This design comes from an exercise in tuning for small area on the open sky130 flow, not from production work.
The RTL was checked by simulation tests, not by an equivalence proof against the original design.
Power and IR drop assume default switching activity.

Design i2c_core, start of the top module:
module i2c_core ( 
   prdata, i2c_if,
   sda_o, sda_oe, scl_o, scl_oe, sda_i, scl_i,
   pwrite, pwdata, psel, prst_n, penable, pclk, paddr
   );
clock: 10.0 ns
lec_check: 0
cap_margin: 0
core_margin: 2
core_utilization: 76
place_density: 0.85
slew_margin: 0
standard.sh (not shown) runs the stock make flow with config.mk's settings and CLKGATE_MAP_FILE= SYNTH_SCRIPT=/design/flow/synth_recipe.tcl, a recipe that flattens the netlist after the stock synthesis.
==> flow/flow/run.sh <==
#!/bin/bash
# Layout flow: the standard synthesis, then an area-oriented re-mapping of the
# combinational logic only (every register instance is kept as synthesis made it),
# then the standard layout steps on the re-mapped netlist, with a smaller clock
# tree and smaller port buffers.
set -euo pipefail
W=$(pwd)
RES=$W/orfs/results/$FLOW_PLATFORM/i2c_core/base
PDK=$FLOW_HOME/platforms/$FLOW_PLATFORM
export LIB=$PDK/lib/sky130_fd_sc_hd__tt_025C_1v80.lib
YOSYS=$(command -v yosys || echo "$FLOW_HOME/../tools/install/yosys/bin/yosys")
export DONT_USE=$(sed -n '/DONT_USE_CELLS/,/^$/p' $PDK/config.mk | grep -o "sky130_fd_sc_hd__[A-Za-z0-9_]*" | sed 's/^/-dont_use /' | tr '\n' ' ')

# 1. standard synthesis
bash standard.sh synth > $W/synth.log 2>&1
cp $RES/1_2_yosys.v $W/std_synth.v

# 2. re-map the combinational logic for area with a few ABC scripts in parallel, keep
#    the smallest, then prove it equal to the standard netlist
AMAP="dch,-f;amap,-A,10,-F,5"
script() {
  case $1 in
    1) echo "+&get,-n;&st;&deepsyn,-T,300,-S,0;&put;$AMAP;strash;$AMAP;topo;stime,-c" ;;
    2) echo "+&get,-n;&st;&deepsyn,-T,300,-S,4;&put;$AMAP;strash;$AMAP;topo;stime,-c" ;;
    3) echo "+&get,-n;&st;&deepsyn,-T,300,-S,5;&put;$AMAP;strash;$AMAP;topo;stime,-c" ;;
    4) echo "+&get,-n;&st;&deepsyn,-T,300,-S,6;&put;$AMAP;strash;$AMAP;topo;stime,-c" ;;
    6) echo "+&get,-n;&st;&deepsyn,-T,300,-S,7,-o;&put;$AMAP;strash;$AMAP;topo;stime,-c" ;;
    5) echo "+strash;$AMAP;strash;$AMAP;strash;$AMAP;topo;stime,-c" ;;
  esac
}
for n in 1 2 3 4 6; do
  ( export ABC_SCRIPT="$(script $n)" REMAP_OUT=remap_$n.v
    $YOSYS -c $W/flow/remap.tcl > $W/remap_$n.log 2>&1 || true ) &
done
wait
# candidates from smallest to largest area; the first that the equivalence check proves is used
: > $W/remap_choice.log
for n in 1 2 3 4 6; do
  a=$(grep "Chip area for module" $W/remap_$n.log 2>/dev/null | tail -1 | awk "{print \$NF}" || true)
  echo "script $n area ${a:-failed}" >> $W/remap_choice.log
  [[ -n "$a" && -f $W/remap_$n.v ]] && echo "$a $n" >> $W/remap_cands.txt || true
done
( export ABC_SCRIPT="$(script 5)" REMAP_OUT=remap_5.v; $YOSYS -c $W/flow/remap.tcl > $W/remap_5.log 2>&1 ) || true
a=$(grep "Chip area for module" $W/remap_5.log 2>/dev/null | tail -1 | awk "{print \$NF}" || true)
echo "script 5 area ${a:-failed}" >> $W/remap_choice.log
[[ -n "$a" && -f $W/remap_5.v ]] && echo "$a 5" >> $W/remap_cands.txt || true
chosen=""
for n in $(sort -g $W/remap_cands.txt | awk '{print $2}'); do
  cp $W/remap_$n.v $W/remap.v
  if $YOSYS -c $W/flow/equiv.tcl > $W/equiv_$n.log 2>&1; then chosen=$n; break; fi
done
[[ -n "$chosen" ]] || { echo "no re-mapped netlist passed the equivalence check" >> $W/remap_choice.log; cp $W/std_synth.v $W/remap.v; }
echo "chosen ${chosen:-standard}" >> $W/remap_choice.log
cp $W/remap.v $RES/1_2_yosys.v
touch $RES/1_2_yosys.v

# 3. standard layout from the re-mapped netlist
export CTS_ARGS="-sink_clustering_enable -repair_clock_nets -sink_clustering_size 9 -sink_clustering_max_diameter 40 -buf_list sky130_fd_sc_hd__clkbuf_4 -dont_use_dummy_load"
export BUFFER_PORTS_ARGS="-buffer_cell sky130_fd_sc_hd__buf_1"
bash standard.sh > $W/layout.log 2>&1
==> flow/flow/remap.tcl <==
yosys -import
read_liberty -ignore_miss_func $::env(LIB)
blackbox sky130_fd_sc_hd__df* sky130_fd_sc_hd__edf* sky130_fd_sc_hd__sdf* sky130_fd_sc_hd__dl*
read_verilog std_synth.v
hierarchy -top $::env(FLOW_TOP)
flatten
opt -fast
stat -liberty $::env(LIB)
abc -liberty $::env(LIB) {*}$::env(DONT_USE) -script $::env(ABC_SCRIPT)
opt_clean -purge
hilomap -singleton -hicell sky130_fd_sc_hd__conb_1 HI -locell sky130_fd_sc_hd__conb_1 LO
insbuf -buf sky130_fd_sc_hd__buf_4 A X
splitnets
opt_clean -purge
stat -liberty $::env(LIB)
write_verilog -noattr -nohex -nodec $::env(REMAP_OUT)
Other scripts of this flow, unchanged in this note and not shown: flow/flow/equiv.tcl
The first run completed without violations.
Next try:
==> flow/flow/run.sh (replaced) <==
#!/bin/bash
# Layout flow: the standard synthesis, then an area-oriented re-mapping of the
# combinational logic only (every register instance is kept as synthesis made it),
# then the standard layout steps on the re-mapped netlist, with a smaller clock
# tree and smaller port buffers.
set -euo pipefail
W=$(pwd)
RES=$W/orfs/results/$FLOW_PLATFORM/i2c_core/base
PDK=$FLOW_HOME/platforms/$FLOW_PLATFORM
export LIB=$PDK/lib/sky130_fd_sc_hd__tt_025C_1v80.lib
YOSYS=$(command -v yosys || echo "$FLOW_HOME/../tools/install/yosys/bin/yosys")
export DONT_USE=$(sed -n '/DONT_USE_CELLS/,/^$/p' $PDK/config.mk | grep -o "sky130_fd_sc_hd__[A-Za-z0-9_]*" | sed 's/^/-dont_use /' | tr '\n' ' ')

# 1. standard synthesis
bash standard.sh synth > $W/synth.log 2>&1
cp $RES/1_2_yosys.v $W/std_synth.v

# 2. re-map the combinational logic for area with a few ABC scripts in parallel, keep
#    the smallest, then prove it equal to the standard netlist
AMAP="dch,-f;amap,-A,10,-F,5"
script() {
  case $1 in
    1) echo "+strash;$AMAP;strash;$AMAP;strash;$AMAP;topo;stime,-c" ;;
    2) echo "+&get,-n;&st;&deepsyn,-T,300,-S,0;&put;$AMAP;strash;$AMAP;topo;stime,-c" ;;
    3) echo "+&get,-n;&st;&deepsyn,-T,300,-S,1;&put;$AMAP;strash;$AMAP;topo;stime,-c" ;;
    4) echo "+&get,-n;&st;&deepsyn,-T,300,-S,2;&put;$AMAP;strash;$AMAP;topo;stime,-c" ;;
  esac
}
for n in 1 2 3 4; do
  ( export ABC_SCRIPT="$(script $n)" REMAP_OUT=remap_$n.v
    $YOSYS -c $W/flow/remap.tcl > $W/remap_$n.log 2>&1 || true ) &
done
wait
best=""; best_area=""
for n in 1 2 3 4; do
  a=$(grep "Chip area for module" $W/remap_$n.log 2>/dev/null | tail -1 | awk "{print \$NF}" || true)
  echo "script $n area ${a:-failed}" >> $W/remap_choice.log
  [[ -n "$a" && -f $W/remap_$n.v ]] || continue
  if [[ -z "$best" ]] || awk "BEGIN{exit !($a < $best_area)}"; then best=$n; best_area=$a; fi
done
echo "chosen $best" >> $W/remap_choice.log
cp $W/remap_$best.v $W/remap.v
$YOSYS -c $W/flow/equiv.tcl > $W/equiv.log 2>&1
cp $W/remap.v $RES/1_2_yosys.v
touch $RES/1_2_yosys.v

# 3. standard layout from the re-mapped netlist
export CTS_ARGS="-sink_clustering_enable -repair_clock_nets -sink_clustering_size 9 -sink_clustering_max_diameter 40 -buf_list sky130_fd_sc_hd__clkbuf_4 -dont_use_dummy_load"
export BUFFER_PORTS_ARGS="-buffer_cell sky130_fd_sc_hd__buf_1"
bash standard.sh > $W/layout.log 2>&1
- CORE_UTILIZATION: 76 -> 72
- PLACE_DENSITY: 0.85 -> 0.82
Design area hardly moves; worst hold slack is worse by 0.0036 ns; via count is lower by about 2.5%; core utilization is lower by 3.1 points; cell count goes up by about 0.9%; die area is higher by about 5%; power hardly moves; wire length came out lower by 2.8%; sequential cell count is unchanged.
Next try:
==> flow/flow/run.sh (replaced) <==
#!/bin/bash
# Layout flow: the standard synthesis, then an area-oriented re-mapping of the
# combinational logic only (every register instance is kept as synthesis made it),
# then the standard layout steps on the re-mapped netlist, with a smaller clock
# tree and smaller port buffers.
set -euo pipefail
W=$(pwd)
RES=$W/orfs/results/$FLOW_PLATFORM/i2c_core/base
PDK=$FLOW_HOME/platforms/$FLOW_PLATFORM
export LIB=$PDK/lib/sky130_fd_sc_hd__tt_025C_1v80.lib
YOSYS=$(command -v yosys || echo "$FLOW_HOME/../tools/install/yosys/bin/yosys")
export DONT_USE=$(sed -n '/DONT_USE_CELLS/,/^$/p' $PDK/config.mk | grep -o "sky130_fd_sc_hd__[A-Za-z0-9_]*" | sed 's/^/-dont_use /' | tr '\n' ' ')

# 1. standard synthesis
bash standard.sh synth > $W/synth.log 2>&1
cp $RES/1_2_yosys.v $W/std_synth.v

# 2. re-map the combinational logic for area with a few ABC scripts, keep the smallest,
#    then prove it equal to the standard netlist
best=""; best_area=""
for n in 1 2 3; do
  case $n in
    1) export ABC_SCRIPT="+strash;dch,-f;amap,-A,10,-F,5;topo;stime,-c" ;;
    2) export ABC_SCRIPT="+strash;dch,-f;amap,-A,10,-F,5;strash;dch,-f;amap,-A,10,-F,5;topo;stime,-c" ;;
    3) export ABC_SCRIPT="+strash;dch;amap,-A,10,-F,5;topo;stime,-c" ;;
  esac
  export REMAP_OUT=remap_$n.v
  $YOSYS -c $W/flow/remap.tcl > $W/remap_$n.log 2>&1
  a=$(grep "Chip area for module" $W/remap_$n.log | tail -1 | awk '{print $NF}')
  echo "script $n area $a" >> $W/remap_choice.log
  if [[ -z "$best" ]] || awk "BEGIN{exit !($a < $best_area)}"; then best=$n; best_area=$a; fi
done
echo "chosen $best" >> $W/remap_choice.log
cp $W/remap_$best.v $W/remap.v
$YOSYS -c $W/flow/equiv.tcl > $W/equiv.log 2>&1
cp $W/remap.v $RES/1_2_yosys.v
touch $RES/1_2_yosys.v

# 3. standard layout from the re-mapped netlist
export CTS_ARGS="-sink_clustering_enable -repair_clock_nets -sink_clustering_size 10 -sink_clustering_max_diameter 40 -buf_list sky130_fd_sc_hd__clkbuf_4 -dont_use_dummy_load"
export BUFFER_PORTS_ARGS="-buffer_cell sky130_fd_sc_hd__buf_1"
bash standard.sh > $W/layout.log 2>&1
- CORE_UTILIZATION: 72 -> 65
- PLACE_DENSITY: 0.82 -> 0.75
After rerunning: The new run completed with no timing, DRC or antenna violations; global-route usage is lower by 3.4 points; wire length is higher by 3.6%; clock power is lower by 5.4%; setup slack improves by 0.070 ns; cell area is higher by 2.7%; combinational power is higher by 3.1%.

[afterwards: timing with drivers on the ports]
How much do the figures lean on ideal ports? The routed layouts below were timed once more, with nothing changed but the port constraints.
Step 1: set_driving_cell puts a clkbuf_16 on pclk and a buf_2 on each other input, an assumption about the parent block.
Step 2 times the ports against the registers' clock, not the clock port: input delays grow and output delays shrink by t, the midpoint of the rising clock arrivals with the driver on.
Slacks: ideal ports / drivers / drivers and shift; pairs: ideal ports / drivers.
| run | shift t [ns] | setup slack, ns | worst setup path at the end | latest minus earliest clock arrival (ns) | worst register clock-pin slew, ns |
|---|---|---|---|---|---|
| the first run | 0.725 | 2.772 / 2.750 / 2.750 | input to output | 0.112 / 0.112 | 0.11 / 0.11 |
| the second run | 0.739 | 3.224 / 3.173 / 2.817 | input to register | 0.117 / 0.117 | 0.11 / 0.11 |
| the third run | 0.887 | 3.294 / 3.240 / 3.005 | input to register | 0.094 / 0.095 | 0.11 / 0.11 |
After both steps setup and hold are still met in every run listed. For the second run, which loses most, drivers alone change the setup slack by -0.051 ns; drivers and shift together by -0.407 ns.
